This is an optimization exercise on Yosys and OpenROAD, whose aim is small area, not a production implementation. The RTL was checked by simulation tests, not by an equivalence proof against the original design. Power and IR drop assume default switching activity.

--- design/flow/design.v ---
`timescale 1ns / 1ps
module packet_data #(
    parameter data_width = 8,
    parameter depth = 64
)(
    input wire clk,
    input wire rst,
    input wire [data_width-1:0] s_axis_data,
    input wire s_axis_valid,
    output reg s_axis_ready,
    input wire s_axis_last,
    input wire [data_width + data_width-1 :0] packet_config,
    output reg [data_width-1 : 0] m_axis_data,
    output reg m_axis_valid,
    input wire m_axis_ready,
    output reg m_axis_last,
    output  full,
    output  empty
);
    reg [data_width-1:0] mem_1 [depth-1:0];
    reg [data_width-1:0] mem_2 [depth-1:0];
    reg mem_3 [depth-1:0];
    reg [data_width-1:0] wr_ptr;
    reg [data_width-1:0] rd_ptr;
    reg [data_width:0] wr_ptr2;
    assign full = (wr_ptr == depth)?1:0;
    assign empty = (wr_ptr == 0)?1:0;
    wire [data_width-1:0] k;
    wire [data_width-1:0] len;
    assign {k, len} = packet_config;
    integer i;
     always@(posedge clk) begin
       if(rst) begin
         s_axis_ready <= 0;
       end else begin
         s_axis_ready <= 1;
       end
     end
    always @(posedge clk or posedge rst) begin
        if (rst) begin
            wr_ptr <= 0;
            wr_ptr2 <= 0;
            for (i = 0; i < depth; i = i + 1) begin
                mem_1[i] <= 0;
                mem_2[i] <= 0;
                mem_3[i] <= 0;
            end
        end else begin
            if (s_axis_valid && s_axis_ready && ~full) begin
                mem_1[wr_ptr] <= s_axis_data;
                mem_3[wr_ptr] <= s_axis_last;
                if (wr_ptr > len-1-k) begin
                    mem_2[wr_ptr2] <= s_axis_data;
                    wr_ptr2 <= wr_ptr2 + 1;
                end else begin
                wr_ptr2 <= 0;
                end
                wr_ptr <= wr_ptr + 1;
            end
            if (s_axis_last) begin
                wr_ptr <= 0;
            end
        end
    end
    wire [data_width-1:0] rd_1 = (rd_ptr < depth) ? mem_1[rd_ptr] : 0;
    wire [data_width-1:0] rd_2 = (rd_ptr < depth) ? mem_2[rd_ptr] : 0;
    wire                  rd_3 = (rd_ptr < depth) ? mem_3[rd_ptr] : 1'b0;
    always @(posedge clk or posedge rst) begin
        if (rst) begin
            m_axis_data <= 0;
            m_axis_valid <= 0;
            m_axis_last <= 0;
            rd_ptr <= 0;
        end else begin
            if (m_axis_ready && ~empty) begin
                m_axis_valid <= 1;
                m_axis_data <= rd_1 + rd_2;
                m_axis_last <= rd_3;
                rd_ptr <= rd_ptr + 1;
                if (rd_ptr == len - 1) begin
                    rd_ptr <= 0;
            end else begin
                m_axis_valid <= 0;
                m_axis_data  <= 0;
            end
        end
    end
 end
endmodule
--- design/flow/run.sh ---
#!/bin/bash
# synth_recipe.tcl (not shown) runs the flow's synth.tcl, then flattens the netlist and writes it again
# the make line also repeats each setting of config.mk as NAME=value (left out here)
make -C /OpenROAD-flow-scripts/flow DESIGN_CONFIG=/design/flow/config.mk WORK_HOME=/design/flow/orfs CLKGATE_MAP_FILE= SYNTH_SCRIPT=/design/flow/synth_recipe.tcl finish
--- design/flow/config.mk ---
export PLATFORM = sky130hd
export DESIGN_NAME = packet_data
export DESIGN_NICKNAME = packet_data
export VERILOG_FILES = /design/flow/design.v
export SDC_FILE = /design/flow/constraint.sdc
export NUM_CORES = 4
export LEC_CHECK = 0
export CAP_MARGIN = 20
export CORE_MARGIN = 2
export CORE_UTILIZATION = 45
export PLACE_DENSITY = 0.6
export SLEW_MARGIN = 20
--- design/flow/constraint.sdc ---
create_clock -name core_clock -period 6.5 [get_ports {clk}]
set_input_delay 1.3000 -clock core_clock [delete_from_list [all_inputs] [get_ports {clk}]]
set_output_delay 1.3000 -clock core_clock [all_outputs]
set_load 0.01 [all_outputs]
==> impl_metrics.csv, run 1 <==
group,metric,value,unit
cts,cts.sinks,1121,
cts,h-tree-depth,3,
run,maxCapViolCount,0,
timing,final_max_slew_viol_count,0,
floorplan,rows,124,
hold_path,min_from,"m_axis_valid$_DFFE_PP0P_",
floorplan,start_util,0.453,
drt,wl_per_cell,35.9,um
finish,final_nets,4225,
timing,grt_setup_unrepaired,"false",
finish,layout_commonest_cell,"dfrtp_1",
global_route,grt_overflow_total,0,
worst_setup_path,critPathKind,"reg -> reg",
finish,fin_cells,5764,
drt,drt_iter0_drc,5166,
drt,num_vias,38200,
placement,dp.cells,5541,
logic_synthesis,synth-warning-count,4,
worst_setup_path,crit_start,"rd_ptr[0]$_DFFE_PP0P_",
floorplan,die_area,117000,um^2
worst_setup_path,r2r_cells,19,
cts,cts_root_buf,"clkbuf_16",
run_status,status,"complete, no violations",
finish,final_cell_mix,"dfrtp_1 (1118), mux2_2 (1082), a22oi_1 (333), buf_4 (227), nand2_1 (132)",
cts,holdBufCountCts,0,
global_route,globalRouteTotalUtil,0.351,
timing,finalHoldViolCount,0,
cts,cts_setup_buffers,0,
floorplan,fp.dieW,343,um
worst_setup_path,worstSetupStartpointType,"flop",
cts,cts_tree,"done",
global_route,antenna_found_initial,11,
timing,worstMarginPinSlew,1.26,ns
cts,path_clk_slew,0.06,ns
worst_setup_path,crit_path_end_kind,"flop",
floorplan,die-height,343,um
finish,drive_above_1_share,0.407,
drt,drc,0,
logic_synthesis,synth_cell_types,81,
worst_setup_path,worst_ep_required_time,7.14,ns
cts,clk_path_buf_depth,3,
global_route,grt_pass1_wl,289,mm
logic_synthesis,synth_nets,4079,
timing,setup_tns,0,ns
global_route,grt_max_degree,177,
drt,first_pass_iters,6,
hold_path,hold_path.class,"reg -> reg",
timing,period_needed,6.09,ns
worst_setup_path,cp_data_arrival_time,6.73,ns
timing,setup_slack,0.410,ns
worst_setup_path,rrSetupSlack,0.41,ns
cts,cts_buffers,117,
floorplan,core-area,114000,um^2
logic_synthesis,synthCells,4004,
timing,holdWs,0.481,ns
timing,max_freq,164,MHz
worst_setup_path,r2r-start,"rd_ptr[0]$_DFFE_PP0P_",
timing,skew,0.0280,ns
timing,relSlewSlack,0.160,
logic_synthesis,synth_enable_flop_cells,0,
finish,nFillCells,9876,
timing,period_share,0.937,
placement,gp_congestion,0.987,
placement,dp_hpwl,141,mm
floorplan,io_pins,42,
pwr,totalPowerFinal,15400,uW
pwr,power.density,260,nW/um^2
logic_synthesis,syn_area_per_cell,12.9,um^2
placement,portBuffers,41,
logic_synthesis,ys_ff_latch,1121,
logic_synthesis,ys_async_sr_fraction,0.999,
drt,routed_wl,207,mm
pwr,power_leakage,0.0290,uW
logic_synthesis,syn_area,51600,um^2
pwr,peakVddDrop,0.221,mV
cts,post_cts_resized,0,
finish,area_delta_synth_final,15.2,%
drt,antenna_left,0,
logic_synthesis,synth-seq-area-share,0.543,
global_route,grt_pass1_vias,36800,
drt,via_per_inst,6.63,
cts,worstSkewPairLatency,0.73,ns
logic_synthesis,ys.flop_type,"dfrtp_1",
placement,dp_slack,0.0272,ns
timing,setup_viol,0,
worst_setup_path,crit_fanout,17,
hold_path,whs_path_depth,1,
==> path summary, 6_finish.rpt <==
path | endpoint
max in group asynchronous | mem_2[5][3]$_DFFE_PP0P_
hold / removal | m_axis_valid$_DFFE_PP0P_
setup / recovery | m_axis_data[7]$_DFFE_PP0P_
min in group asynchronous | mem_1[46][5]$_DFFE_PP0P_
setup reg to reg | m_axis_data[7]$_DFFE_PP0P_
hold reg to reg | m_axis_valid$_DFFE_PP0P_
==> state kept, by name (all words and copies together), names as in the netlist <==
signal,flops
mem_1,512
mem_2,512
mem_3,64
m_axis_data,8
rd_ptr,8
wr_ptr,8
wr_ptr2,6
m_axis_last,1
m_axis_valid,1
s_axis_ready,1
==> logic make-up after synthesis <==
| group | count (synthesis) | synth area share |
|---|---|---|
| flip-flops | 1121 | 0.543 |
| multiplexers | 1095 | 0.239 |
| AND/OR/NAND/NOR | 782 | 0.0841 |
| AO/OA/AOI/OAI | 603 | 0.0897 |
| buffers and inverters | 322 | 0.0259 |
| adder cells (fa/ha/maj) | 46 | 0.0114 |
| XOR/XNOR | 35 | 0.00620 |
==> where the power goes <==
group | leakage, uW | switching [uW] | total (uW) | internal (uW)
combinational | 0.0115 | 1200 | 1620 | 417
clock | 0.00187 | 2880 | 6730 | 3850
sequential | 0.0156 | 65.3 | 7110 | 7040
==> routing by layer <==
layer | share of wire | global-route usage
met5 | 0.00028 | 0
met4 | 0.048 | 0.155
met3 | 0.13 | 0.119
met2 | 0.41 | 0.491
met1 | 0.41 | 0.493
==> cell usage after synthesis (38+ instances only) <==
library cell	n	area, um^2
dfrtp_1	1120	28000
a221oi_1	59	517
a22oi_1	333	2500
nand3_1	93	465
nand4_1	94	588
nor2_1	196	736
nand2_1	132	495
inv_1	38	143
clkbuf_1	236	886
ha_1	44	551
a22o_1	64	561
and3_1	53	332
nand3_2	52	521
mux2_2	1082	12200
==> critical path, stage by stage (launching register included) <==
cell      delay [ns]
dfrtp_1         0.51
inv_1           0.13
ha_1            0.21
buf_4           0.20
nand3b_1        0.40
nor2_2          0.07
a22o_1          0.23
a221oi_1        0.63
nand4_1         0.29
or4_1           0.62
o21ai_0         0.39
inv_1           0.09
ha_1            0.29
a21o_1          0.12
a21oi_1         0.10
o21bai_1        0.16
a21oi_1         0.12
o21ai_0         0.77
or3b_2          0.51
o211ai_1        0.16
==> area by class of cell <==
type | count | area (um^2) | share of cell area
flip-flops and latches | 1121 | 28000 | 0.472
inverters | 38 | 146 | 0.00246
diodes | 9 | 22.5 | 0.000379
clock buffers | 190 | 3570 | 0.0601
well taps | 1512 | 1890 | 0.0318
multi-input cells | 2561 | 22500 | 0.379
clock inverters | 22 | 228 | 0.00383
repair buffers | 311 | 3050 | 0.0513
==> through the flow <==
step	utilization	area (um^2)
2_1_floorplan	-	51600
3_3_place_gp	0.488	55600
3_5_place_dp	0.488	55600
4_1_cts	0.521	59400
5_1_grt	0.521	59400
6_report	0.522	59500
==> run 2: changes to the inputs <==
==> design/flow/design.v (replaced) <==
`timescale 1ns / 1ps
module packet_data #(
    parameter data_width = 8,
    parameter depth = 64
)(
    input wire clk,
    input wire rst,
    input wire [data_width-1:0] s_axis_data,
    input wire s_axis_valid,
    output reg s_axis_ready,
    input wire s_axis_last,
    input wire [data_width + data_width-1 :0] packet_config,
    output reg [data_width-1 : 0] m_axis_data,
    output reg m_axis_valid,
    input wire m_axis_ready,
    output reg m_axis_last,
    output  full,
    output  empty
);
    reg [7:0] mem_1 [0:63];
    reg [7:0] mem_2 [0:62];
    reg       mem_3 [0:63];
    reg [6:0] wr_ptr;    
    reg [5:0] wr_ptr2;   
    reg [7:0] rd_ptr;
    reg [6:0] hwm1;      
    reg [5:0] hwm2;      
    assign full  = wr_ptr[6];
    assign empty = (wr_ptr == 7'd0);
    wire [7:0] k   = packet_config[15:8];
    wire [7:0] len = packet_config[7:0];
    always @(posedge clk) begin
        if (rst) s_axis_ready <= 1'b0;
        else     s_axis_ready <= 1'b1;
    end
    wire wr   = s_axis_valid & s_axis_ready & ~full;
    wire tail = (len > k) && ({2'b0, wr_ptr} + {1'b0, k} >= {1'b0, len});
    wire wr2  = wr & tail;
    always @(posedge clk) begin
        if (wr) begin
            mem_1[wr_ptr[5:0]] <= s_axis_data;
            mem_3[wr_ptr[5:0]] <= s_axis_last;
        end
        if (wr2)
            mem_2[wr_ptr2] <= s_axis_data;
    end
    always @(posedge clk or posedge rst) begin
        if (rst) begin
            wr_ptr  <= 7'd0;
            wr_ptr2 <= 6'd0;
            hwm1    <= 7'd0;
            hwm2    <= 6'd0;
        end else begin
            if (wr) begin
                if (wr_ptr == hwm1) hwm1 <= hwm1 + 7'd1;
                if (tail) begin
                    wr_ptr2 <= wr_ptr2 + 6'd1;
                    if (wr_ptr2 == hwm2) hwm2 <= hwm2 + 6'd1;
                end else begin
                    wr_ptr2 <= 6'd0;
                end
                wr_ptr <= wr_ptr + 7'd1;
            end
            if (s_axis_last)
                wr_ptr <= 7'd0;
        end
    end
    wire v1 = ({1'b0, rd_ptr} < {2'b0, hwm1});
    wire v2 = ({1'b0, rd_ptr} < {3'b0, hwm2});
    wire [5:0] ra = rd_ptr[5:0];
    reg [7:0] or_1, or_2;
    reg       or_3;
    integer i;
    always @* begin
        or_1 = 8'd0;
        or_2 = 8'd0;
        or_3 = 1'b0;
        for (i = 0; i < 64; i = i + 1) begin
            if (ra == i) begin
                or_1 = or_1 | mem_1[i];
                or_3 = or_3 | mem_3[i];
                if (i < 63) or_2 = or_2 | mem_2[i];
            end
        end
    end
    wire [7:0] rd_1 = v1 ? or_1 : 8'd0;
    wire [7:0] rd_2 = v2 ? or_2 : 8'd0;
    wire       rd_3 = v1 & or_3;
    wire [8:0] rd_inc = {1'b0, rd_ptr} + 9'd1;
    wire       hit    = (rd_inc == {1'b0, len});
    always @(posedge clk or posedge rst) begin
        if (rst) begin
            m_axis_data  <= 8'd0;
            m_axis_valid <= 1'b0;
            m_axis_last  <= 1'b0;
            rd_ptr       <= 8'd0;
        end else if (m_axis_ready && !empty) begin
            m_axis_last  <= rd_3;
            m_axis_valid <= hit;
            m_axis_data  <= hit ? rd_1 + rd_2 : 8'd0;
            rd_ptr       <= hit ? 8'd0 : rd_inc[7:0];
        end
    end
endmodule
--- a/design/flow/config.mk
+++ b/design/flow/config.mk
@@ -5,8 +5,9 @@
 export SDC_FILE = /design/flow/constraint.sdc
 export NUM_CORES = 4
 export LEC_CHECK = 0
-export CAP_MARGIN = 20
+export CAP_MARGIN = 0
 export CORE_MARGIN = 2
 export CORE_UTILIZATION = 45
+export CTS_BUF_LIST = sky130_fd_sc_hd__clkbuf_4 sky130_fd_sc_hd__clkbuf_8
 export PLACE_DENSITY = 0.6
-export SLEW_MARGIN = 20
+export SLEW_MARGIN = 0
==> run 2 against run 1 <==
Now fails the layout checks on max-capacitance violations, max-slew violations. Global-route usage increased by 1.7 points. Sequential share of layout area is 19 points higher. First-iteration DRC count is 11% higher. Clock skew is 0.036 ns higher. Flip-flop and latch count increased by 4. Combinational power up 64%. Final cell count decreased by 22%. Wire length is 11% lower. Critical path depth stayed put. Sequential power grew 13%. Total power is 8.1% higher. Clock power fell by 11%. Critical endpoint unchanged. Largest power group unchanged.
==> impl_metrics.csv, run 2 <==
group,metric,value,unit
finish,final_cell_mix,"edfxtp_1 (1080), a22oi_1 (482), buf_4 (216), nand2_1 (208), clkbuf_8 (178)",
timing,final_max_slew_viol_count,17,
pwr,power_leakage,0.0172,uW
worst_setup_path,worstSetupStartpointType,"flop",
run,maxCapViolCount,1,
logic_synthesis,synthTopCellsByCount,"edfxtp_1 (1080), a22oi_1 (482), nand2_1 (209)",
pwr,power.density,329,nW/um^2
finish,fin_cells,4488,
floorplan,rows,114,
timing,max_freq,159,MHz
hold_path,hold_path.class,"reg -> reg",
drt,wl_per_cell,41.0,um
logic_synthesis,synth.most_common_cell,"edfxtp_1",
placement,portBuffers,41,
timing,setup_tns,0,ns
worst_setup_path,worst_ep_required_time,7.24,ns
global_route,grt_pass1_vias,28300,
logic_synthesis,ys.flop_type,"edfxtp_1",
cts,clk_path_buf_depth,3,
placement,dp_slack,0.451,ns
run_status,status,"failed layout checks",
global_route,grt_max_degree,78,
drt,first_pass_iters,8,
finish,nFillCells,7964,
logic_synthesis,synth_cell_types,70,
timing,relSlewSlack,-0.0202,
logic_synthesis,yosys-top-cells-area,"edfxtp_1 (74%), a22oi_1 (8.3%), dfrtp_1 (2.5%)",
worst_setup_path,cp_data_arrival_time,7.03,ns
timing,finalHoldViolCount,0,
cts,post_cts_resized,0,
floorplan,fp.dieW,316,um
pwr,peakVddDrop,0.183,mV
logic_synthesis,synth_top_area_share,0.743,
timing,setup_slack,0.212,ns
finish,largest_register_ffs,512,
drt,routed_wl,184,mm
floorplan,core-area,96400,um^2
logic_synthesis,ys_async_sr_fraction,0.0391,
logic_synthesis,syn_area_per_cell,15.8,um^2
worst_setup_path,crit_fanout,8,
global_route,globalRouteTotalUtil,0.368,
logic_synthesis,synth-seq-area-share,0.768,
timing,period_share,0.967,
drt,drc,0,
floorplan,start_util,0.453,
timing,skew,0.0637,ns
cts,cts_buffers,178,
finish,final_nets,3154,
logic_synthesis,synth_nets,2847,
floorplan,die-height,316,um
timing,period_needed,6.29,ns
finish,multi_input_area,9900,um^2
logic_synthesis,syn_area,43700,um^2
logic_synthesis,synthCells,2766,
global_route,antenna_found_initial,9,
run_status,violatedChecks,"max-capacitance violations, max-slew violations",
cts,path_clk_slew,0.06,ns
cts,cts_root_buf,"clkbuf_8",
placement,dp.cells,4169,
finish,regArea,33600,um^2
drt,via_per_inst,6.81,
drt,num_vias,30600,
cts,cts_tree,"done",
finish,area_delta_synth_final,16.2,%
placement,dp_hpwl,125,mm
logic_synthesis,synth-warning-count,1,
cts,cts_setup_buffers,0,
placement,gp_congestion,1.05,
finish,layout_commonest_cell,"edfxtp_1",
worst_setup_path,critPathKind,"reg -> reg",
logic_synthesis,synth_enable_flop_cells,1080,
global_route,grt_overflow_total,0,
cts,h-tree-depth,4,
drt,antenna_left,0,
floorplan,die_area,99500,um^2
global_route,grt_pass1_wl,244,mm
finish,drive_above_1_share,0.200,
timing,grt_setup_unrepaired,"false",
cts,worstSkewPairLatency,0.93,ns
worst_setup_path,crit_path_end_kind,"flop",
logic_synthesis,synth_top_area_cell,"edfxtp_1",
cts,holdBufCountCts,0,
timing,setup_viol,0,
drt,drt_iter0_drc,5718,
logic_synthesis,ys_ff_latch,1125,
floorplan,io_pins,42,
timing,worstMarginPinSlew,1.53,ns
cts,cts.sinks,1125,
-- run 2: area by class of cell --
class	instances	share of cell area
multi-input cells	1465	0.195
clock inverters	66	0.00929
flip-flops and latches	1125	0.661
well taps	1276	0.0315
diodes	4	0.000197
inverters	48	0.00355
clock buffers	249	0.0588
repair buffers	255	0.0406
-- run 2: per-stage QoR --
step                utilization  hold WS [ns]  total power, uW  cell area, um^2
global placement          0.490         0.467            10700            47300
global route              0.526         0.519            17000            50700
floorplan                     -         0.442             9330            43700
finish                    0.526         0.481            16700            50800
detailed placement        0.490         0.480            10700            47300
CTS                       0.526         0.493            16600            50700
-- run 2: final timing paths --
path                                         startpoint                          to  slack, ns  cells after the start
min in group asynchronous                           rst         hwm2[1]$_DFFE_PP0P_       0.91                      3
worst min-delay path            m_axis_last$_DFFE_PP0P_     m_axis_last$_DFFE_PP0P_       0.48                      2
max in group asynchronous                           rst      wr_ptr2[1]$_DFFE_PP0P_       5.16                      3
worst max register to register    rd_ptr[1]$_DFFE_PP0P_  m_axis_data[7]$_DFFE_PP0P_       0.21                     19
worst max-delay path              rd_ptr[1]$_DFFE_PP0P_  m_axis_data[7]$_DFFE_PP0P_       0.21                     19
worst min register to register  m_axis_last$_DFFE_PP0P_     m_axis_last$_DFFE_PP0P_       0.48                      2
-- run 2: logic make-up after synthesis --
kind of cell,synth area share
flops,0.768
simple gates,0.0869
compound gates,0.102
buf+inv,0.0162
fa+ha+maj,0.0152
xor+xnor,0.00983
mux,0.00152
-- run 2: power breakdown --
group | internal (uW) | switching (uW)
clock network | 3080 | 2910
registers | 7980 | 84.1
logic | 723 | 1920
-- run 2: layer usage --
layer | up-vias | routed length [um] | global-route usage
li1 | 11700 | - | -
met1 | 15400 | 68100 | 0.511
met2 | 2961 | 76300 | 0.509
met3 | 485 | 30700 | 0.148
met4 | 14 | 8980 | 0.163
met5 | - | 95 | 0
-- run 2: critical path: stages, from the launching register on --
cell and delay (ns):
dfrtp_1 0.49, inv_1 0.11, ha_1 0.30, nand2_1 0.35
nor2_2 0.16, buf_4 0.22, buf_4 0.19, a22oi_1 0.15
nand2_1 0.07, nor4_1 1.05, nand4_1 0.63, nor2b_1 0.32
ha_1 0.32, a21oi_1 0.24, o21ai_0 0.18, o41a_1 0.40
o211a_1 0.17, mux2_4 0.27, o311ai_0 0.34, o211ai_1 0.14
==> run 3: changes to the inputs <==
--- a/design/flow/config.mk
+++ b/design/flow/config.mk
@@ -7,7 +7,7 @@
 export LEC_CHECK = 0
 export CAP_MARGIN = 0
 export CORE_MARGIN = 2
-export CORE_UTILIZATION = 45
+export CORE_UTILIZATION = 65
 export CTS_BUF_LIST = sky130_fd_sc_hd__clkbuf_4 sky130_fd_sc_hd__clkbuf_8
-export PLACE_DENSITY = 0.6
+export PLACE_DENSITY = 0.75
 export SLEW_MARGIN = 0
==> run 3 against run 2 <==
Still fails the layout checks on max-capacitance violations, max-slew violations. Final area shrank 1.5%. Clock-buffer cell count shrank 24. Synthesized area is the same. First-iteration DRC count grew 35%. Combinational power shrank 3%. Utilization grew 22 points. Clock power shrank 2%. Final cell count shrank 9.3%. Register-to-register slack gained 0.29 ns. Critical endpoint unchanged. Largest power group unchanged. Highest routed layer unchanged.
==> impl_metrics.csv, run 3 <==
group,metric,value,unit
finish,layout_commonest_cell,"edfxtp_1",
floorplan,rows,95,
global_route,globalRouteTotalUtil,0.516,
finish,multi_input_area,9830,um^2
finish,regArea,33600,um^2
drt,routed_wl,178,mm
floorplan,die_area,69300,um^2
logic_synthesis,synthTopCellsByCount,"edfxtp_1 (1080), a22oi_1 (482), nand2_1 (209)",
floorplan,fp.dieW,263,um
floorplan,start_util,0.654,
timing,relSlewSlack,-0.0302,
logic_synthesis,synth_nets,2847,
finish,area_delta_synth_final,14.5,%
global_route,grt_max_degree,89,
logic_synthesis,ys_async_sr_fraction,0.0391,
worst_setup_path,worstSetupStartpointType,"flop",
worst_setup_path,cp_top_family,"simple AND/OR/NAND/NOR gates",
floorplan,core-area,66800,um^2
logic_synthesis,syn_area_per_cell,15.8,um^2
pwr,power.density,330,nW/um^2
worst_setup_path,worstPathBufferInverterCount,3,
drt,drc,0,
cts,worstSkewPairLatency,0.88,ns
worst_setup_path,critPathSlowestCell,"nor4_1",
finish,final_cell_mix,"edfxtp_1 (1080), a22oi_1 (482), buf_4 (210), nand2_1 (208), clkbuf_8 (169)",
drt,drt_iter0_drc,7693,
timing,setup_viol,0,
global_route,grt_pass1_vias,29500,
timing,setup_tns,0,ns
pwr,peakVddDrop,0.304,mV
worst_setup_path,crit_path_end_kind,"flop",
finish,drive_above_1_share,0.186,
placement,portBuffers,41,
logic_synthesis,synth_top_area_cell,"edfxtp_1",
run_status,status,"failed layout checks",
timing,skew,0.0391,ns
worst_setup_path,critPathKind,"reg -> reg",
hold_path,hold_path.class,"reg -> reg",
worst_setup_path,max_stage_delay,0.96,ns
cts,path_clk_slew,0.07,ns
global_route,antenna_found_initial,12,
cts,cts_buffers,169,
floorplan,io_pins,42,
pwr,power_leakage,0.0171,uW
pwr,totalPowerFinal,16500,uW
worst_setup_path,worst_ep_required_time,7.30,ns
logic_synthesis,syn_area,43700,um^2
placement,dp_hpwl,116,mm
logic_synthesis,synth_top_area_share,0.743,
timing,worstMarginPinSlew,1.55,ns
run,maxCapViolCount,3,
timing,grt_setup_unrepaired,"false",
drt,antenna_left,0,
cts,cts_root_buf,"clkbuf_8",
run_status,violatedChecks,"max-capacitance violations, max-slew violations",
logic_synthesis,ys_ff_latch,1125,
drt,first_pass_iters,9,
finish,nFillCells,3856,
global_route,grt_overflow_total,0,
cts,h-tree-depth,4,
logic_synthesis,synth.most_common_cell,"edfxtp_1",
worst_setup_path,crit_fanout,14,
logic_synthesis,synth_cell_types,70,
cts,cts_setup_buffers,0,
drt,via_per_inst,7.83,
logic_synthesis,ys.flop_type,"edfxtp_1",
timing,period_needed,6.00,ns
placement,gp_congestion,1.06,
worst_setup_path,cp_data_arrival_time,6.80,ns
cts,post_cts_resized,0,
logic_synthesis,synth-warning-count,1,
timing,final_max_slew_viol_count,21,
logic_synthesis,synthCells,2766,
worst_setup_path,crit_chain,"inv_1 > ha_1 > buf_4 > nand2b_1 > nor2_1 > buf_4 > a22oi_1 > nand2_1 > nor4_1 > nand4_1 > nor2b_1 > ha_1 > a21o_1 > a21oi_1 > o21ai_0 > o41a_1 > o211a_1 > mux2_4 > or3_1 > o211ai_1",
drt,num_vias,31900,
cts,holdBufCountCts,0,
drt,wl_per_cell,43.8,um
finish,largest_register_ffs,512,
cts,cts.sinks,1125,
timing,max_freq,167,MHz
logic_synthesis,synth-seq-area-share,0.768,
timing,period_share,0.923,
logic_synthesis,synth_enable_flop_cells,1080,
cts,cts_tree,"done",
floorplan,die-height,263,um
logic_synthesis,yosys-top-cells-area,"edfxtp_1 (74%), a22oi_1 (8.3%), dfrtp_1 (2.5%)",
timing,finalHoldViolCount,0,
global_route,grt_pass1_wl,238,mm
cts,clk_path_buf_depth,3,
finish,final_nets,3136,
==> run 3: cell counts after synthesis <==
No cell type changed its count.
==> run 3: cells by family after synthesis <==
| kind of cell | after synthesis | share of synthesized area |
|---|---|---|
| fa+ha+maj | 52 | 0.0152 |
| compound gates | 597 | 0.102 |
| buf+inv | 176 | 0.0162 |
| mux | 6 | 0.00152 |
| simple gates | 761 | 0.0869 |
| flops | 1125 | 0.768 |
| xor+xnor | 49 | 0.00983 |
==> run 3: cell type report <==
| cell class | instances | share of cell area |
|---|---|---|
| Timing Repair Buffer | 246 | 0.0394 |
| Clock buffer | 225 | 0.0549 |
| Sequential cell | 1125 | 0.671 |
| Antenna cell | 8 | 0.000400 |
| Clock inverter | 81 | 0.0122 |
| Tap cell | 873 | 0.0218 |
| Multi-Input combinational cell | 1465 | 0.197 |
| Inverter | 48 | 0.00360 |
==> run 3: path summary, 6_finish.rpt <==
check | to | startpoint | cells after the start | slack (ns)
min | m_axis_valid$_DFFE_PP0P_ | m_axis_valid$_DFFE_PP0P_ | 1 | 0.49
min reg2reg | m_axis_valid$_DFFE_PP0P_ | m_axis_valid$_DFFE_PP0P_ | 1 | 0.49
max reg2reg | m_axis_data[7]$_DFFE_PP0P_ | rd_ptr[1]$_DFFE_PP0P_ | 20 | 0.50
max | m_axis_data[7]$_DFFE_PP0P_ | rd_ptr[1]$_DFFE_PP0P_ | 20 | 0.50
min in group asynchronous | hwm2[4]$_DFFE_PP0P_ | rst | 2 | 0.69
max in group asynchronous | m_axis_data[1]$_DFFE_PP0P_ | rst | 3 | 5.06
==> run 3: per-layer routing <==
metal | vias up | part of all wire | GRT usage
met2 | 3971 | 0.39 | 0.667
met1 | 15200 | 0.31 | 0.660
met5 | - | 0.0028 | 0.0146
met3 | 926 | 0.22 | 0.334
li1 | 11700 | - | -
met4 | 25 | 0.077 | 0.275
==> run 3: worst reg2reg max path, cell delays in order (launching register included) <==
cell and delay, ns:
dfrtp_1 0.48, inv_1 0.11, ha_1 0.21, buf_4 0.17, nand2b_1 0.28, nor2_1 0.23
buf_4 0.35, a22oi_1 0.27, nand2_1 0.07, nor4_1 0.96, nand4_1 0.41, nor2b_1 0.27
ha_1 0.21, a21o_1 0.15, a21oi_1 0.24, o21ai_0 0.17, o41a_1 0.37, o211a_1 0.14
mux2_4 0.26, or3_1 0.36, o211ai_1 0.18
==> run 3: per-stage QoR <==
stage                     utilization  setup slack (ns)  instance area, um^2  cells  hold slack [ns]
after floorplan                     -              1.50                43700   2766            0.442
after global placement          0.697             0.624                46600   3756            0.468
after detailed placement        0.697             0.548                46600   3756            0.483
after CTS                       0.748             0.868                49900   4062            0.495
after global routing            0.748             0.448                50000   4064            0.525
final                           0.748             0.501                50000   4071            0.495
==> run 3: power by group <==
group / total (uW) / leakage (uW) / internal [uW] / switching, uW
Sequential: 8070 / 0.0103 / 7980 / 94.8
Clock: 5870 / 0.00177 / 3000 / 2870
Combinational: 2570 / 0.00504 / 713 / 1860
==> run 4: changes to the inputs <==
==> design/flow/config.mk (replaced) <==
export PLATFORM = sky130hd
export DESIGN_NAME = packet_data
export DESIGN_NICKNAME = packet_data
export VERILOG_FILES = /design/flow/design.v
export SDC_FILE = /design/flow/constraint.sdc
export NUM_CORES = 4
export LEC_CHECK = 0
export CAP_MARGIN = 20
export CORE_MARGIN = 2
export CORE_UTILIZATION = 45
export PLACE_DENSITY = 0.6
export SLEW_MARGIN = 20
==> run 4 against run 3 <==
The run now finishes clean. Via count shrank 5.3%. Synthesized cell count is the same. Setup slack lost 0.11 ns. Highest routed layer unchanged. Critical path type unchanged. Global-route usage shrank 15 points. Clock skew grew 0.0034 ns. Sequential power is essentially flat. Hold slack lost 0.012 ns. Flip-flop and latch count is the same. Critical endpoint unchanged.
==> impl_metrics.csv, run 4 <==
group,metric,value,unit
timing,max_freq,164,MHz
drt,wl_per_cell,41.8,um
logic_synthesis,synth.most_common_cell,"edfxtp_1",
drt,drt_iter0_drc,5965,
floorplan,fp.dieW,316,um
pwr,totalPowerFinal,16900,uW
worst_setup_path,r2r_cells,17,
worst_setup_path,crit_start,"rd_ptr[0]$_DFFE_PP0P_",
finish,area_delta_synth_final,16.2,%
global_route,grt_overflow_total,0,
run,maxCapViolCount,0,
worst_setup_path,worst_ep_required_time,7.04,ns
finish,largest_register_ffs,512,
logic_synthesis,synth_cell_types,70,
timing,grt_setup_unrepaired,"false",
placement,gp_congestion,1.05,
cts,holdBufCountCts,0,
logic_synthesis,yosys-top-cells-area,"edfxtp_1 (74%), a22oi_1 (8.3%), dfrtp_1 (2.5%)",
drt,routed_wl,183,mm
cts,post_cts_resized,0,
placement,portBuffers,41,
timing,worstMarginPinSlew,1.30,ns
cts,path_clk_slew,0.06,ns
floorplan,rows,114,
cts,cts.sinks,1125,
cts,cts_setup_buffers,0,
placement,placed_cell_area,47300,um^2
global_route,grt_pass1_vias,27800,
finish,final_nets,3086,
worst_setup_path,cp_data_arrival_time,6.65,ns
global_route,grt_max_degree,78,
floorplan,die-height,316,um
hold_path,hold_path.class,"reg -> reg",
logic_synthesis,syn_area_per_cell,15.8,um^2
logic_synthesis,synthTopCellsByCount,"edfxtp_1 (1080), a22oi_1 (482), nand2_1 (209)",
logic_synthesis,synthCells,2766,
drt,via_per_inst,6.90,
logic_synthesis,synth_top_area_share,0.743,
global_route,antenna_found_initial,12,
finish,layout_commonest_cell,"edfxtp_1",
floorplan,die_area,99500,um^2
drt,num_vias,30200,
logic_synthesis,synth_nets,2847,
logic_synthesis,synth_enable_flop_cells,1080,
worst_setup_path,crit_fanout,12,
timing,finalHoldViolCount,0,
worst_setup_path,crit_chain,"ha_1 > or3b_2 > nor2_2 > buf_4 > a22oi_1 > nand4_1 > nor3_1 > and4_1 > nor2_1 > ha_1 > a21oi_1 > o21ai_0 > o41a_1 > o211a_1 > mux2_4 > o311ai_0 > o211ai_1",
cts,clk_path_buf_depth,3,
logic_synthesis,ys_async_sr_fraction,0.0391,
timing,period_share,0.940,
pwr,power.density,332,nW/um^2
cts,h-tree-depth,3,
global_route,globalRouteTotalUtil,0.365,
logic_synthesis,ys_ff_latch,1125,
worst_setup_path,crit_top_cell,"ha_1",
floorplan,core-area,96400,um^2
drt,drc,0,
hold_path,min_from,"m_axis_data[0]$_DFFE_PP0P_",
cts,cts_buffers,110,
run_status,status,"complete, no violations",
drt,first_pass_iters,6,
timing,relSlewSlack,0.129,
timing,final_max_slew_viol_count,0,
pwr,power_leakage,0.0170,uW
drt,antenna_left,0,
finish,stdcell_area,50800,um^2
floorplan,io_pins,42,
hold_path,whs_path_depth,2,
cts,worstSkewPairLatency,0.71,ns
logic_synthesis,synth_top_area_cell,"edfxtp_1",
placement,dp_hpwl,125,mm
timing,skew,0.0425,ns
worst_setup_path,crit_path_end_kind,"flop",
timing,setup_viol,0,
worst_setup_path,critPathKind,"reg -> reg",
cts,cts_root_buf,"clkbuf_16",
worst_setup_path,r2r-start,"rd_ptr[0]$_DFFE_PP0P_",
logic_synthesis,synth-seq-area-share,0.768,
finish,drive_above_1_share,0.169,
floorplan,start_util,0.453,
worst_setup_path,max_stage_delay,0.89,ns
global_route,grt_pass1_wl,243,mm
finish,final_cell_mix,"edfxtp_1 (1080), a22oi_1 (482), buf_4 (216), nand2_1 (208), clkbuf_16 (111)",
logic_synthesis,synth-warning-count,1,
pwr,peakVddDrop,0.248,mV
timing,setup_tns,0,ns
cts,cts_tree,"done",
logic_synthesis,ys.flop_type,"edfxtp_1",
worst_setup_path,critPathSlowestCell,"nor2_2",
logic_synthesis,syn_area,43700,um^2
timing,period_needed,6.11,ns
worst_setup_path,worstSetupStartpointType,"flop",
-- run 4: cell counts after synthesis --
Identical to the previous run, type by type.
-- run 4: worst max-delay path, delay by kind of cell (launching register included) --
family                   cells  cell delay, ns
AO/OA/AOI/OAI                7            1.74
adder cells (fa/ha/maj)      2            0.76
buffers and inverters        1            0.45
flip-flops                   1            0.51
multiplexers                 1            0.27
AND/OR/NAND/NOR              6            2.18
-- run 4: where the power goes --
| part | switching [uW] | internal, uW |
|---|---|---|
| Clock | 2770 | 3370 |
| Sequential | 85.6 | 7970 |
| Combinational | 1920 | 725 |
-- run 4: kinds of logic (layout without fill, tap and decap cells) --
family | after synthesis | count (layout) | synth area share
xor gates and xnor gates | 49 | 49 | 0.00983
adders and majority gates | 52 | 52 | 0.0152
AOI/OAI and AO/OA | 597 | 597 | 0.102
buffers and inverters | 176 | 506 | 0.0162
muxes | 6 | 6 | 0.00152
DFF | 1125 | 1125 | 0.768
and+or+nand+nor | 761 | 761 | 0.0869
other | 0 | 1 | 0
-- run 4: worst paths after layout --
| kind | end | slack (ns) |
|---|---|---|
| setup / recovery | m_axis_data[7]$_DFFE_PP0P_ | 0.39 |
| hold / removal | m_axis_data[0]$_DFFE_PP0P_ | 0.48 |
| setup reg to reg | m_axis_data[7]$_DFFE_PP0P_ | 0.39 |
| hold reg to reg | m_axis_data[0]$_DFFE_PP0P_ | 0.48 |
| max in group asynchronous | wr_ptr2[1]$_DFFE_PP0P_ | 4.95 |
| min in group asynchronous | rd_ptr[0]$_DFFE_PP0P_ | 1.10 |
-- run 4: layer usage --
layer | share of wire | track usage
met5 | 0.00082 | 0
met4 | 0.047 | 0.148
met3 | 0.17 | 0.148
met2 | 0.41 | 0.509
met1 | 0.37 | 0.509
-- run 4: per-stage QoR --
step           hold slack, ns  worst slack [ns]  cells  utilization
6_report                0.483             0.392   4373        0.526
5_1_grt                 0.514             0.167   4372        0.526
4_1_cts                 0.494             0.735   4372        0.526
3_5_place_dp            0.480             0.792   4169        0.491
3_3_place_gp            0.467             0.495   4168        0.490
2_1_floorplan           0.442              1.50   2766            -
-- run 4: cell type report --
| class | count | area, um^2 |
|---|---|---|
| Inverter | 48 | 180 |
| Antenna cell | 1 | 2.50 |
| Sequential cell | 1125 | 33600 |
| Multi-Input combinational cell | 1465 | 9980 |
| Clock buffer | 140 | 2890 |
| Fill cell | 7882 | 45700 |
| Timing Repair Buffer | 255 | 2060 |
| Clock inverter | 63 | 502 |
| Tap cell | 1276 | 1600 |
==> run 5: changes to the inputs <==
--- a/design/flow/config.mk
+++ b/design/flow/config.mk
@@ -8,5 +8,8 @@
 export CAP_MARGIN = 20
 export CORE_MARGIN = 2
 export CORE_UTILIZATION = 45
+export CTS_BUF_LIST = sky130_fd_sc_hd__clkbuf_8 sky130_fd_sc_hd__clkbuf_16
+export CTS_CLUSTER_DIAMETER = 100
+export CTS_CLUSTER_SIZE = 20
 export PLACE_DENSITY = 0.6
 export SLEW_MARGIN = 20
==> run 5 against run 4 <==
Still clean. Maximum frequency is 1.3% higher. Synthesized area unchanged. Register-to-register slack gained 0.08 ns. Final cell count fell by 2.5%. Sequential share of layout area increased by 2.0 points. Total power is 11% lower. Setup slack better by 0.076 ns. Wire length down 0.50%. Sequential power is essentially flat. Critical path depth did not move. Hold slack better by 0.0070 ns. Critical path type unchanged. Largest power group unchanged. Highest routed layer unchanged.
==> impl_metrics.csv, run 5 <==
group,metric,value,unit
run_status,status,"complete, no violations",
worst_setup_path,rrSetupSlack,0.47,ns
floorplan,start_util,0.453,
timing,relSlewSlack,0.119,
worst_setup_path,critPathSlowestCell,"nor2_2",
timing,skew,0.0179,ns
finish,drive_above_1_share,0.152,
pwr,power_leakage,0.0164,uW
worst_setup_path,crit_chain,"ha_1 > or3b_2 > nor2_2 > buf_4 > a22oi_1 > nand4_1 > nor3_1 > and4_1 > nor2_1 > ha_1 > a21oi_1 > o21ai_0 > o41a_1 > o211a_1 > mux2_4 > or3_1 > o211ai_1",
cts,path_clk_slew,0.09,ns
worst_setup_path,crit_fanout,12,
drt,drc,0,
timing,setup_tns,0,ns
logic_synthesis,synth-warning-count,1,
hold_path,hold_path.class,"reg -> reg",
logic_synthesis,synthTopCellsByCount,"edfxtp_1 (1080), a22oi_1 (482), nand2_1 (209)",
drt,antenna_left,0,
timing,setup_viol,0,
drt,wl_per_cell,42.7,um
finish,nFillCells,8004,
logic_synthesis,syn_area,43700,um^2
timing,period_needed,6.03,ns
timing,worstMarginPinSlew,1.31,ns
logic_synthesis,ys.flop_type,"edfxtp_1",
cts,cts_buffers,66,
placement,gp_congestion,1.05,
floorplan,io_pins,42,
global_route,grt_overflow_total,0,
finish,final_nets,3043,
drt,drt_iter0_drc,5794,
pwr,totalPowerFinal,15000,uW
pwr,peakVddDrop,0.201,mV
cts,h-tree-depth,3,
worst_setup_path,crit_top_cell,"ha_1",
drt,via_per_inst,7.00,
finish,largest_register_ffs,512,
floorplan,core-area,96400,um^2
global_route,antenna_found_initial,9,
worst_setup_path,cp_data_arrival_time,6.60,ns
cts,clk_path_buf_depth,3,
logic_synthesis,synth_top_area_cell,"edfxtp_1",
logic_synthesis,yosys-top-cells-area,"edfxtp_1 (74%), a22oi_1 (8.3%), dfrtp_1 (2.5%)",
timing,finalHoldViolCount,0,
placement,dp_slack,0.792,ns
floorplan,rows,114,
worst_setup_path,r2r_cells,17,
logic_synthesis,synth_nets,2847,
timing,period_share,0.928,
worst_setup_path,worstPathBufferInverterCount,1,
floorplan,fp.dieW,316,um
timing,max_freq,166,MHz
hold_path,whs_path_depth,2,
cts,post_cts_resized,0,
timing,setup_slack,0.467,ns
logic_synthesis,ys_async_sr_fraction,0.0391,
worst_setup_path,critPathKind,"reg -> reg",
hold_path,min_from,"m_axis_data[0]$_DFFE_PP0P_",
logic_synthesis,synthCells,2766,
logic_synthesis,syn_area_per_cell,15.8,um^2
worst_setup_path,cp_top_family,"simple AND/OR/NAND/NOR gates",
finish,layout_commonest_cell,"edfxtp_1",
cts,cts.sinks,1125,
worst_setup_path,r2r-start,"rd_ptr[0]$_DFFE_PP0P_",
placement,portBuffers,41,
logic_synthesis,synth_enable_flop_cells,1080,
logic_synthesis,synth.most_common_cell,"edfxtp_1",
floorplan,die-height,316,um
timing,grt_setup_unrepaired,"false",
worst_setup_path,r2r_end,"m_axis_data[7]$_DFFE_PP0P_",
floorplan,die_area,99500,um^2
logic_synthesis,ys_ff_latch,1125,
global_route,grt_max_degree,78,
global_route,grt_pass1_wl,242,mm
run,maxCapViolCount,0,
finish,area_delta_synth_final,12.8,%
drt,first_pass_iters,8,
drt,routed_wl,182,mm
logic_synthesis,synth-seq-area-share,0.768,
timing,final_max_slew_viol_count,0,
logic_synthesis,synth_top_area_share,0.743,
placement,dp_hpwl,125,mm
pwr,power.density,304,nW/um^2
worst_setup_path,worst_ep_required_time,7.07,ns
logic_synthesis,synth_cell_types,70,
worst_setup_path,max_stage_delay,0.88,ns
cts,cts_root_buf,"clkbuf_16",
cts,holdBufCountCts,0,
finish,final_cell_mix,"edfxtp_1 (1080), a22oi_1 (482), buf_4 (216), nand2_1 (208), nor2_1 (88)",
hold_path,min_to,"m_axis_data[0]$_DFFE_PP0P_",
global_route,globalRouteTotalUtil,0.364,
cts,cts_tree,"done",
cts,cts_setup_buffers,0,
cts,worstSkewPairLatency,0.66,ns
global_route,grt_pass1_vias,27300,
drt,num_vias,29800,
worst_setup_path,worstSetupStartpointType,"flop",
worst_setup_path,crit_path_end_kind,"flop",
## run 5: stage by stage
stage	hold WS, ns	util	instance area, um^2	cells
finish	0.490	0.511	49200	4262
global route	0.522	0.511	49200	4260
CTS	0.501	0.510	49200	4259
detailed placement	0.480	0.491	47300	4169
global placement	0.467	0.490	47300	4168
floorplan	0.442	-	43700	2766
## run 5: cell type report
cell class / instances / area [um^2] / area share
Multi-Input combinational cell: 1465 / 9970 / 0.203
Clock inverter: 22 / 140 / 0.00285
Clock buffer: 68 / 1700 / 0.0346
Inverter: 48 / 180 / 0.00366
Antenna cell: 2 / 5.00 / 0.000102
Sequential cell: 1125 / 33600 / 0.681
Timing Repair Buffer: 256 / 2090 / 0.0424
Tap cell: 1276 / 1600 / 0.0324
## run 5: worst max-delay path by stage
stage                                       endpoint  slack, ns             startpoint  cells after the start
after floorplan               mem_2[32][0]$_DFFE_PP_       1.50       packet_config[8]                     15
after global placement    m_axis_data[7]$_DFFE_PP0P_       0.49  rd_ptr[1]$_DFFE_PP0P_                     19
after detailed placement  m_axis_data[7]$_DFFE_PP0P_       0.79  rd_ptr[0]$_DFFE_PP0P_                     17
after CTS                 m_axis_data[7]$_DFFE_PP0P_       0.75  rd_ptr[0]$_DFFE_PP0P_                     17
after global routing      m_axis_data[7]$_DFFE_PP0P_       0.20  rd_ptr[0]$_DFFE_PP0P_                     17
final                     m_axis_data[7]$_DFFE_PP0P_       0.47  rd_ptr[0]$_DFFE_PP0P_                     17
## run 5: cell families (layout without fill, tap and decap cells)
| logic type | count (synthesis) | in the layout | synth area share |
|---|---|---|---|
| compound gates | 597 | 597 | 0.102 |
| xor+xnor | 49 | 49 | 0.00983 |
| flops | 1125 | 1125 | 0.768 |
| buf+inv | 176 | 394 | 0.0162 |
| fa+ha+maj | 52 | 52 | 0.0152 |
| other cells | 0 | 2 | 0 |
| mux | 6 | 6 | 0.00152 |
| simple gates | 761 | 761 | 0.0869 |
## run 5: per-layer routing
metal	track usage	wire length, um
met4	0.146	8440
met1	0.507	67500
met3	0.149	30200
met2	0.506	75500
met5	0	181
## run 5: where the power goes
part / switching (uW) / internal (uW)
clock: 2390 / 1910
sequential: 85.5 / 7960
combinational: 1910 / 724
total: 4390 / 10600
## run 5: worst register-to-register path: stages (launching register included)
cell and delay [ns]:
dfrtp_1 0.52, ha_1 0.49, or3b_2 0.58, nor2_2 0.88
buf_4 0.46, a22oi_1 0.28, nand4_1 0.17, nor3_1 0.10
and4_1 0.26, nor2_1 0.13, ha_1 0.28, a21oi_1 0.24
o21ai_0 0.19, o41a_1 0.40, o211a_1 0.16, mux2_4 0.27
or3_1 0.36, o211ai_1 0.17
==> run 6: changes to the inputs <==
--- a/design/flow/design.v
+++ b/design/flow/design.v
@@ -34,7 +34,8 @@
         else     s_axis_ready <= 1'b1;
     end
     wire wr   = s_axis_valid & s_axis_ready & ~full;
-    wire tail = (len > k) && ({2'b0, wr_ptr} + {1'b0, k} >= {1'b0, len});
+    wire [8:0] dlk = {1'b0, len} - {1'b0, k};
+    wire tail = !dlk[8] && (dlk != 9'd0) && ({2'b0, wr_ptr} >= dlk);
     wire wr2  = wr & tail;
     always @(posedge clk) begin
         if (wr) begin
@@ -68,18 +69,22 @@
     wire v1 = ({1'b0, rd_ptr} < {2'b0, hwm1});
     wire v2 = ({1'b0, rd_ptr} < {3'b0, hwm2});
     wire [5:0] ra = rd_ptr[5:0];
-    reg [7:0] or_1, or_2;
-    reg       or_3;
-    integer i;
+    reg [7:0] or_1, or_2, g_1, g_2;
+    reg       or_3, g_3;
+    integer i, j;
     always @* begin
-        or_1 = 8'd0;
-        or_2 = 8'd0;
-        or_3 = 1'b0;
-        for (i = 0; i < 64; i = i + 1) begin
-            if (ra == i) begin
-                or_1 = or_1 | mem_1[i];
-                or_3 = or_3 | mem_3[i];
-                if (i < 63) or_2 = or_2 | mem_2[i];
+        or_1 = 8'd0; or_2 = 8'd0; or_3 = 1'b0;
+        for (i = 0; i < 8; i = i + 1) begin
+            g_1 = 8'd0; g_2 = 8'd0; g_3 = 1'b0;
+            for (j = 0; j < 8; j = j + 1) begin
+                if (ra[2:0] == j) begin
+                    g_1 = g_1 | mem_1[i*8+j];
+                    g_3 = g_3 | mem_3[i*8+j];
+                    if (i*8+j < 63) g_2 = g_2 | mem_2[i*8+j];
+                end
+            end
+            if (ra[5:3] == i) begin
+                or_1 = or_1 | g_1; or_2 = or_2 | g_2; or_3 = or_3 | g_3;
             end
         end
     end
==> design/flow/flow/run.sh (new file) <==
#!/bin/bash
# The standard layout (standard.sh) with these changes:
#  - synthesis: the same script, but its abc step maps with an area-oriented
#    ABC script (flow/area.abc); see flow/my_synth.tcl. Registers are mapped
#    before abc, so they keep the standard synthesis's names and cell types.
#  - CTS: no dummy balancing loads, leaf clusters sized for clkbuf_16.
#  - port buffers: sky130_fd_sc_hd__buf_1.
# make's output goes to flow.log; each ORFS step logs under orfs/logs/.
set -euo pipefail
HERE=$(pwd)
export MY_ABC_SCRIPT=$HERE/flow/area.abc
export FLOW_SYNTH_TCL=$HERE/synth_recipe.tcl
export CTS_ARGS="-sink_clustering_enable -repair_clock_nets -dont_use_dummy_load -buf_list sky130_fd_sc_hd__clkbuf_16 -sink_clustering_size 28 -sink_clustering_max_diameter 100"
export BUFFER_PORTS_ARGS="-buffer_cell sky130_fd_sc_hd__buf_1"
sed "s#SYNTH_SCRIPT=[^ ]*#SYNTH_SCRIPT=$HERE/flow/my_synth.tcl#" standard.sh > my_standard.sh
bash my_standard.sh > flow.log 2>&1
==> design/flow/flow/area.abc (new file) <==
strash
&get -n
&st
&dc2
&dch
&nf -R 1000
&put
topo
==> design/flow/flow/my_synth.tcl (new file) <==
# The standard flow's synthesis (synth_recipe.tcl) with one change: the technology mapping
# step (abc) runs an area-oriented ABC script instead of ORFS's speed script.
# Everything before abc, including dfflibmap, is unchanged, so the registers
# keep the standard synthesis's names and cell types.
proc abc {args} {
  set i [lsearch -exact $args -script]
  if { $i >= 0 } {
    lset args [expr { $i + 1 }] $::env(MY_ABC_SCRIPT)
  }
  # drop the delay target: the script maps for area
  set j [lsearch -exact $args -D]
  if { $j >= 0 } {
    set args [lreplace $args $j [expr { $j + 1 }]]
  }
  yosys abc {*}$args
}
source $::env(FLOW_SYNTH_TCL)
==> design/flow/standard.sh (new file) <==
#!/bin/bash
# synth_recipe.tcl (not shown) runs the flow's synth.tcl, then flattens the netlist and writes it again
# the make line also repeats each setting of config.mk as NAME=value (left out here)
make -C /OpenROAD-flow-scripts/flow DESIGN_CONFIG=/design/flow/config.mk WORK_HOME=/design/flow/orfs CLKGATE_MAP_FILE= SYNTH_SCRIPT=/design/flow/synth_recipe.tcl "${@:-finish}"
--- a/design/flow/config.mk
+++ b/design/flow/config.mk
@@ -8,8 +8,5 @@
 export CAP_MARGIN = 20
 export CORE_MARGIN = 2
 export CORE_UTILIZATION = 45
-export CTS_BUF_LIST = sky130_fd_sc_hd__clkbuf_8 sky130_fd_sc_hd__clkbuf_16
-export CTS_CLUSTER_DIAMETER = 100
-export CTS_CLUSTER_SIZE = 20
 export PLACE_DENSITY = 0.6
 export SLEW_MARGIN = 20
removed: design/flow/run.sh
==> run 6 against run 5 <==
Still clean on timing, DRC and antenna. Combinational power increased by 34%. Clock skew rose by 0.044 ns. Wire length fell by 36%. Clock power is 23% lower. Maximum frequency is 16% higher. Clock-buffer cell count shrank 22. Highest routed layer unchanged.
==> impl_metrics.csv, run 6 <==
group,metric,value,unit
cts,cts_root_buf,"clkbuf_16",
worst_setup_path,rrSetupSlack,1.30,ns
logic_synthesis,synth.most_common_cell,"edfxtp_1",
floorplan,rows,111,
finish,final_nets,2447,
finish,drive_above_1_share,0.0553,
worst_setup_path,crit_fanout,38,
global_route,grt_pass1_wl,166,mm
worst_setup_path,critPathKind,"reg -> reg",
worst_setup_path,worstPathBufferInverterCount,2,
global_route,grt_pass1_vias,23200,
timing,period_needed,5.20,ns
worst_setup_path,worstSetupStartpointType,"flop",
finish,nFillCells,7450,
worst_setup_path,worst_ep_required_time,7.01,ns
finish,stdcell_area,44800,um^2
floorplan,io_pins,42,
logic_synthesis,synth_enable_flop_cells,1080,
worst_setup_path,max_stage_delay,0.76,ns
finish,final_cell_mix,"edfxtp_1 (1080), a222oi_1 (265), nor2_1 (152), a22oi_1 (140), a31oi_1 (130)",
drt,drt_iter0_drc,4798,
logic_synthesis,synthCells,2220,
timing,setup_viol,0,
logic_synthesis,synthTopCellsByCount,"edfxtp_1 (1080), a222oi_1 (265), nor2_1 (153)",
drt,num_vias,24100,
cts,holdBufCountCts,0,
finish,utilization,0.490,
logic_synthesis,yosys-top-cells-area,"edfxtp_1 (78%), a222oi_1 (6.4%), dfrtp_1 (2.7%)",
run_status,status,"complete, no violations",
floorplan,start_util,0.452,
timing,max_freq,192,MHz
timing,final_max_slew_viol_count,0,
global_route,grt_max_degree,84,
cts,path_clk_slew,0.11,ns
worst_setup_path,cp_top_family,"compound AO/OA/AOI/OAI gates",
finish,largest_register_ffs,512,
cts,post_cts_resized,0,
logic_synthesis,synth_top_area_cell,"edfxtp_1",
cts,cts_buffers,46,
drt,routed_wl,116,mm
timing,worstMarginPinSlew,1.16,ns
cts,worstSkewPairLatency,0.64,ns
worst_setup_path,crit_path_end_kind,"flop",
worst_setup_path,crit_chain,"clkinv_1 > ha_4 > a222oi_1 > a31oi_1 > or4_1 > o41ai_1 > clkinv_1 > ha_1 > a21o_1 > a21oi_1 > o21bai_1 > a21oi_1 > o21bai_1 > a21oi_1 > nand2_1 > nand2_1 > o21ai_0",
global_route,antenna_found_initial,6,
floorplan,fp.dieW,307,um
finish,layout_commonest_cell,"edfxtp_1",
timing,grt_setup_unrepaired,"false",
placement,dp_slack,0.827,ns
cts,h-tree-depth,2,
cts,cts.sinks,1125,
logic_synthesis,ys.flop_type,"edfxtp_1",
drt,wl_per_cell,32.6,um
timing,skew,0.0616,ns
timing,relSlewSlack,0.225,
logic_synthesis,syn_area,41300,um^2
floorplan,die-height,307,um
placement,dp_hpwl,70.2,mm
logic_synthesis,ys_ff_latch,1125,
global_route,grt_overflow_total,0,
timing,setup_slack,1.30,ns
cts,clk_path_buf_depth,3,
worst_setup_path,cp_data_arrival_time,5.71,ns
floorplan,die_area,94300,um^2
timing,setup_tns,0,ns
placement,placed_cell_area,43600,um^2
drt,via_per_inst,6.78,
pwr,power_leakage,0.0133,uW
logic_synthesis,synth-seq-area-share,0.812,
logic_synthesis,ys_async_sr_fraction,0.0391,
logic_synthesis,synth_cell_types,46,
run,maxCapViolCount,0,
pwr,power.density,332,nW/um^2
global_route,globalRouteTotalUtil,0.242,
timing,finalHoldViolCount,0,
logic_synthesis,synth-warning-count,1,
timing,period_share,0.801,
logic_synthesis,syn_area_per_cell,18.6,um^2
worst_setup_path,crit_top_cell,"a21oi_1",
worst_setup_path,critPathSlowestCell,"dfrtp_1",
cts,cts_tree,"done",
logic_synthesis,synth_nets,2295,
drt,antenna_left,0,
pwr,peakVddDrop,0.205,mV
pwr,totalPowerFinal,14900,uW
floorplan,core-area,91400,um^2
placement,gp_congestion,0.894,
hold_path,hold_path.class,"reg -> reg",
cts,cts_setup_buffers,0,
placement,portBuffers,41,
logic_synthesis,synth_top_area_share,0.785,
drt,first_pass_iters,10,
drt,drc,0,
finish,area_delta_synth_final,8.32,%
==> run 6: cell count changes in the layout (fill, tap and decap cells not counted), moves of 61 or more <==
cell      previous run  this run
a222oi_1             6       265
a22oi_1            482       140
nor2_2              74         1
nor2_1              88       152
nand2_1            208        57
buf_4              216        59
nand4_1             69         5
a31oi_1              6       130
inv_1               61         0
==> run 6: power breakdown <==
| group | switching, uW | internal [uW] | total [uW] |
|---|---|---|---|
| logic | 2340 | 1200 | 3540 |
| registers | 54.8 | 7950 | 8010 |
| clock network | 2040 | 1280 | 3310 |
==> run 6: path summary, 6_finish.rpt <==
check                                 startpoint                    endpoint  depth (start not counted)
hold / removal               hwm1[4]$_DFFE_PP0P_         hwm1[4]$_DFFE_PP0P_                          1
setup / recovery           rd_ptr[2]$_DFFE_PP0P_  m_axis_data[7]$_DFFE_PP0P_                         17
hold reg to reg              hwm1[4]$_DFFE_PP0P_         hwm1[4]$_DFFE_PP0P_                          1
min in group asynchronous                    rst       wr_ptr[4]$_DFFE_PP0P_                          3
max in group asynchronous                    rst  m_axis_data[1]$_DFFE_PP0P_                          3
setup reg to reg           rd_ptr[2]$_DFFE_PP0P_  m_axis_data[7]$_DFFE_PP0P_                         17
==> run 6: area by class of cell <==
type	count	area, um^2	share of cell area
diodes	2	5.00	0.000112
clock buffers	46	1150	0.0257
inverters	47	176	0.00394
multi-input cells	1048	7690	0.172
flip-flops and latches	1125	33600	0.749
well taps	1186	1480	0.0331
repair buffers	104	708	0.0158
==> run 6: logic make-up (layout without fill, tap and decap cells) <==
kind of cell,after synthesis,count (layout),share of synthesized area
buffers and inverters,47,197,0.00427
other,0,2,0
AO/OA/AOI/OAI,641,641,0.126
adder cells (fa/ha/maj),46,46,0.0143
XOR/XNOR,34,34,0.00720
flip-flops,1125,1125,0.812
AND/OR/NAND/NOR,327,327,0.0363
==> run 6: worst register-to-register path: cells and delay by family (launching register included) <==
kind / cells / cell delay, ns
adders and majority gates: 2 / 0.72
DFF: 1 / 0.76
AOI/OAI and AO/OA: 10 / 2.58
buffers and inverters: 2 / 0.41
and+or+nand+nor: 3 / 0.63
==> run 6: routing by layer <==
layer	track usage	part of all wire	vias to the layer above	wire length (um)
met1	0.358	0.40	12400	46800
met5	0	0.00011	-	13
li1	-	-	9995	-
met3	0.0468	0.12	192	13400
met4	0.0691	0.028	2	3200
met2	0.368	0.45	1587	52500
==> run 6: through the flow <==
| step | hold WS (ns) | std cells |
|---|---|---|
| 2_1_floorplan | 0.454 | 2220 |
| 3_3_place_gp | 0.470 | 3508 |
| 5_1_grt | 0.544 | 3556 |
| 4_1_cts | 0.502 | 3554 |
| 6_report | 0.502 | 3558 |
| 3_5_place_dp | 0.483 | 3508 |
==> run 7: changes to the inputs <==
--- a/design/flow/flow/run.sh
+++ b/design/flow/flow/run.sh
@@ -10,7 +10,7 @@
 HERE=$(pwd)
 export MY_ABC_SCRIPT=$HERE/flow/area.abc
 export FLOW_SYNTH_TCL=$HERE/synth_recipe.tcl
-export CTS_ARGS="-sink_clustering_enable -repair_clock_nets -dont_use_dummy_load -buf_list sky130_fd_sc_hd__clkbuf_16 -sink_clustering_size 28 -sink_clustering_max_diameter 100"
+export CTS_ARGS="-sink_clustering_enable -repair_clock_nets -dont_use_dummy_load -buf_list sky130_fd_sc_hd__clkbuf_16 -sink_clustering_size 22 -sink_clustering_max_diameter 110"
 export BUFFER_PORTS_ARGS="-buffer_cell sky130_fd_sc_hd__buf_1"
 sed "s#SYNTH_SCRIPT=[^ ]*#SYNTH_SCRIPT=$HERE/flow/my_synth.tcl#" standard.sh > my_standard.sh
 bash my_standard.sh > flow.log 2>&1
--- a/design/flow/config.mk
+++ b/design/flow/config.mk
@@ -7,6 +7,6 @@
 export LEC_CHECK = 0
 export CAP_MARGIN = 20
 export CORE_MARGIN = 2
-export CORE_UTILIZATION = 45
-export PLACE_DENSITY = 0.6
+export CORE_UTILIZATION = 60
+export PLACE_DENSITY = 0.72
 export SLEW_MARGIN = 20
==> run 7 against run 6 <==
Still clean on timing, DRC and antenna. First-iteration DRC count is 16% higher. Final area is 0.33% lower. Die area is 25% lower. Final cell count is 8.5% lower. Critical path depth is 2 higher. Clock power is 9.4% higher.
==> impl_metrics.csv, run 7 <==
group,metric,value,unit
worst_setup_path,r2r_cells,17,
timing,finalHoldViolCount,0,
finish,nFillCells,4441,
logic_synthesis,synthCells,2220,
worst_setup_path,worst_ep_required_time,6.77,ns
cts,clk_path_buf_depth,3,
logic_synthesis,synth_cell_types,46,
floorplan,die-height,266,um
logic_synthesis,synthTopCellsByCount,"edfxtp_1 (1080), a222oi_1 (265), nor2_1 (153)",
drt,routed_wl,109,mm
worst_setup_path,r2r-start,"rd_ptr[2]$_DFFE_PP0P_",
drt,antenna_left,0,
pwr,power.density,338,nW/um^2
timing,worstMarginPinSlew,1.14,ns
timing,final_max_slew_viol_count,0,
logic_synthesis,synth_top_area_cell,"edfxtp_1",
worst_setup_path,worstSetupStartpointType,"input port",
timing,period_needed,5.58,ns
hold_path,min_to,"hwm1[4]$_DFFE_PP0P_",
timing,max_freq,179,MHz
logic_synthesis,synth-seq-area-share,0.812,
drt,via_per_inst,7.48,
finish,utilization,0.653,
logic_synthesis,ys_ff_latch,1125,
cts,cts_buffers,57,
global_route,antenna_found_initial,2,
logic_synthesis,synth-warning-count,1,
timing,relSlewSlack,0.237,
worst_setup_path,crit_fanout,8,
cts,worstSkewPairLatency,0.65,ns
cts,cts_setup_buffers,0,
logic_synthesis,ys.flop_type,"edfxtp_1",
cts,h-tree-depth,2,
cts,cts_tree,"done",
logic_synthesis,synth_top_area_share,0.785,
drt,first_pass_iters,10,
timing,setup_slack,0.921,ns
floorplan,io_pins,42,
finish,largest_register_ffs,512,
worst_setup_path,cp_data_arrival_time,5.85,ns
floorplan,core-area,68300,um^2
pwr,totalPowerFinal,15100,uW
hold_path,min_from,"hwm1[4]$_DFFE_PP0P_",
drt,num_vias,24300,
cts,cts.sinks,1125,
run_status,status,"complete, no violations",
timing,grt_setup_unrepaired,"false",
finish,layout_commonest_cell,"edfxtp_1",
worst_setup_path,critPathSlowestCell,"nor2_1",
timing,setup_tns,0,ns
global_route,grt_overflow_total,0,
logic_synthesis,syn_area,41300,um^2
logic_synthesis,ys_async_sr_fraction,0.0391,
hold_path,hold_path.class,"reg -> reg",
worst_setup_path,critPathKind,"in -> reg",
drt,wl_per_cell,33.6,um
floorplan,rows,96,
worst_setup_path,r2r_end,"m_axis_data[7]$_DFFE_PP0P_",
timing,skew,0.0521,ns
worst_setup_path,rrSetupSlack,1.00,ns
floorplan,start_util,0.605,
placement,portBuffers,41,
placement,gp_congestion,0.954,
worst_setup_path,cp_top_family,"simple AND/OR/NAND/NOR gates",
finish,drive_above_1_share,0.0556,
pwr,power_leakage,0.0134,uW
cts,cts_root_buf,"clkbuf_16",
logic_synthesis,yosys-top-cells-area,"edfxtp_1 (78%), a222oi_1 (6.4%), dfrtp_1 (2.7%)",
floorplan,die_area,71000,um^2
worst_setup_path,crit_top_cell,"a21oi_1",
logic_synthesis,synth_enable_flop_cells,1080,
hold_path,whs_path_depth,1,
drt,drc,0,
finish,final_nets,2450,
worst_setup_path,crit_chain,"buf_1 > clkinv_1 > ha_1 > clkinv_1 > fa_1 > a21o_1 > a21oi_1 > o21bai_1 > a21oi_1 > xor2_1 > ha_1 > a21oi_1 > a21oi_1 > o21ai_0 > a21oi_1 > o311ai_2 > nor2_1 > nand3_1 > nor2_1",
floorplan,fp.dieW,266,um
logic_synthesis,synth.most_common_cell,"edfxtp_1",
placement,dp_hpwl,65.9,mm
placement,dp_slack,0.528,ns
run,maxCapViolCount,0,
pwr,peakVddDrop,0.247,mV
worst_setup_path,crit_path_end_kind,"flop",
timing,period_share,0.858,
global_route,globalRouteTotalUtil,0.308,
worst_setup_path,worstPathBufferInverterCount,3,
global_route,grt_pass1_wl,158,mm
cts,post_cts_resized,0,
logic_synthesis,synth_nets,2295,
logic_synthesis,syn_area_per_cell,18.6,um^2
worst_setup_path,max_stage_delay,0.73,ns
finish,area_delta_synth_final,7.96,%
drt,drt_iter0_drc,5554,
cts,holdBufCountCts,0,
global_route,grt_max_degree,97,
global_route,grt_pass1_vias,22900,
cts,path_clk_slew,0.09,ns
timing,setup_viol,0,
finish,final_cell_mix,"edfxtp_1 (1080), a222oi_1 (265), nor2_1 (153), a22oi_1 (140), a31oi_1 (130)",
-- run 7: worst max path at each step --
stage / from / end / cells past startpoint
finish: packet_config[0] / mem_2[55][2]$_DFFE_PP_ / 19
global route: rd_ptr[2]$_DFFE_PP0P_ / m_axis_data[7]$_DFFE_PP0P_ / 17
detailed placement: packet_config[0] / mem_2[54][0]$_DFFE_PP_ / 19
floorplan: rd_ptr[0]$_DFFE_PP0P_ / m_axis_data[6]$_DFFE_PP0P_ / 17
global placement: packet_config[0] / mem_2[55][1]$_DFFE_PP_ / 19
CTS: packet_config[0] / mem_2[55][4]$_DFFE_PP_ / 19
-- run 7: layout make-up --
cell class | instances | area, um^2 | share of cell area
flip-flops and latches | 1125 | 33600 | 0.752
multi-input cells | 1048 | 7670 | 0.172
clock buffers | 57 | 1430 | 0.0320
well taps | 882 | 1100 | 0.0247
repair buffers | 96 | 686 | 0.0154
inverters | 47 | 178 | 0.00398
diodes | 1 | 2.50 | 0.0000561
-- run 7: cells by family (layout without fill, tap and decap cells) --
| group | count (synthesis) | after routing | synth area share |
|---|---|---|---|
| xor gates and xnor gates | 34 | 34 | 0.00720 |
| other | 0 | 1 | 0 |
| and+or+nand+nor | 327 | 327 | 0.0363 |
| AOI/OAI and AO/OA | 641 | 641 | 0.126 |
| adders and majority gates | 46 | 46 | 0.0143 |
| DFF | 1125 | 1125 | 0.812 |
| buffers and inverters | 47 | 200 | 0.00427 |
-- run 7: power by group --
part           switching (uW)  internal (uW)  total (uW)
sequential               57.7           7950        8010
combinational            2270           1190        3460
clock                    2060           1560        3620
-- run 7: worst register-to-register path: cells and delay by family, from the launching register on --
family | cells | cell delay (ns)
compound gates | 10 | 2.84
flops | 1 | 0.78
fa+ha+maj | 2 | 0.72
buf+inv | 2 | 0.43
simple gates | 3 | 0.60
-- run 7: metrics by stage --
step | cell area [um^2] | cells | hold slack, ns
floorplan | 41300 | 2220 | 0.454
detailed placement | 43200 | 3198 | 0.472
CTS | 44600 | 3255 | 0.490
global route | 44600 | 3255 | 0.528
finish | 44600 | 3256 | 0.490
global placement | 43200 | 3197 | 0.468
-- run 7: routing by layer --
metal  wire, um  up-vias  GRT usage
met4       2930        0     0.0783
li1           -     9995          -
met2      49500     1997      0.461
met5          0        -          0
met3      15500      198     0.0659
met1      41300    12200      0.469

[afterwards: timing with drivers on the ports]
Ports are ideal in the flow. The routed layouts listed here were re-timed in OpenROAD. Step 1, drivers: a clkbuf_16 drives clk and a buf_2 each remaining input, both assumed. Step 2 times the ports against the registers' clock, not the clock port: input delays grow and output delays shrink by t, the midpoint of the rising clock arrivals with the driver on. a / b / c = ideal / step 1 / step 2; a / b = the first two.
run	shift t [ns]	setup slack, ns	worst setup path after step 2	worst slew at a driven data input, ns	pins driven straight from the clock port
run 1	0.792	0.410 / 0.410 / -0.050	input to register	0.04	1
run 2	0.958	0.212 / 0.212 / 0.212	register to register	0.05	1
run 3	0.928	0.501 / 0.501 / 0.462	input to register	0.04	1
run 4	0.754	0.392 / 0.392 / 0.392	register to register	0.05	1
run 5	0.715	0.467 / 0.467 / 0.467	register to register	0.05	1
run 6	0.679	1.297 / 1.297 / 0.798	input to register	0.04	1
run 7	0.694	0.921 / 0.965 / 0.272	input to register	0.04	1
Met with ideal ports but missed after step 2: setup timing in run 1. For run 7, which loses most, drivers alone change the setup slack by +0.044 ns; drivers and shift together by -0.649 ns.
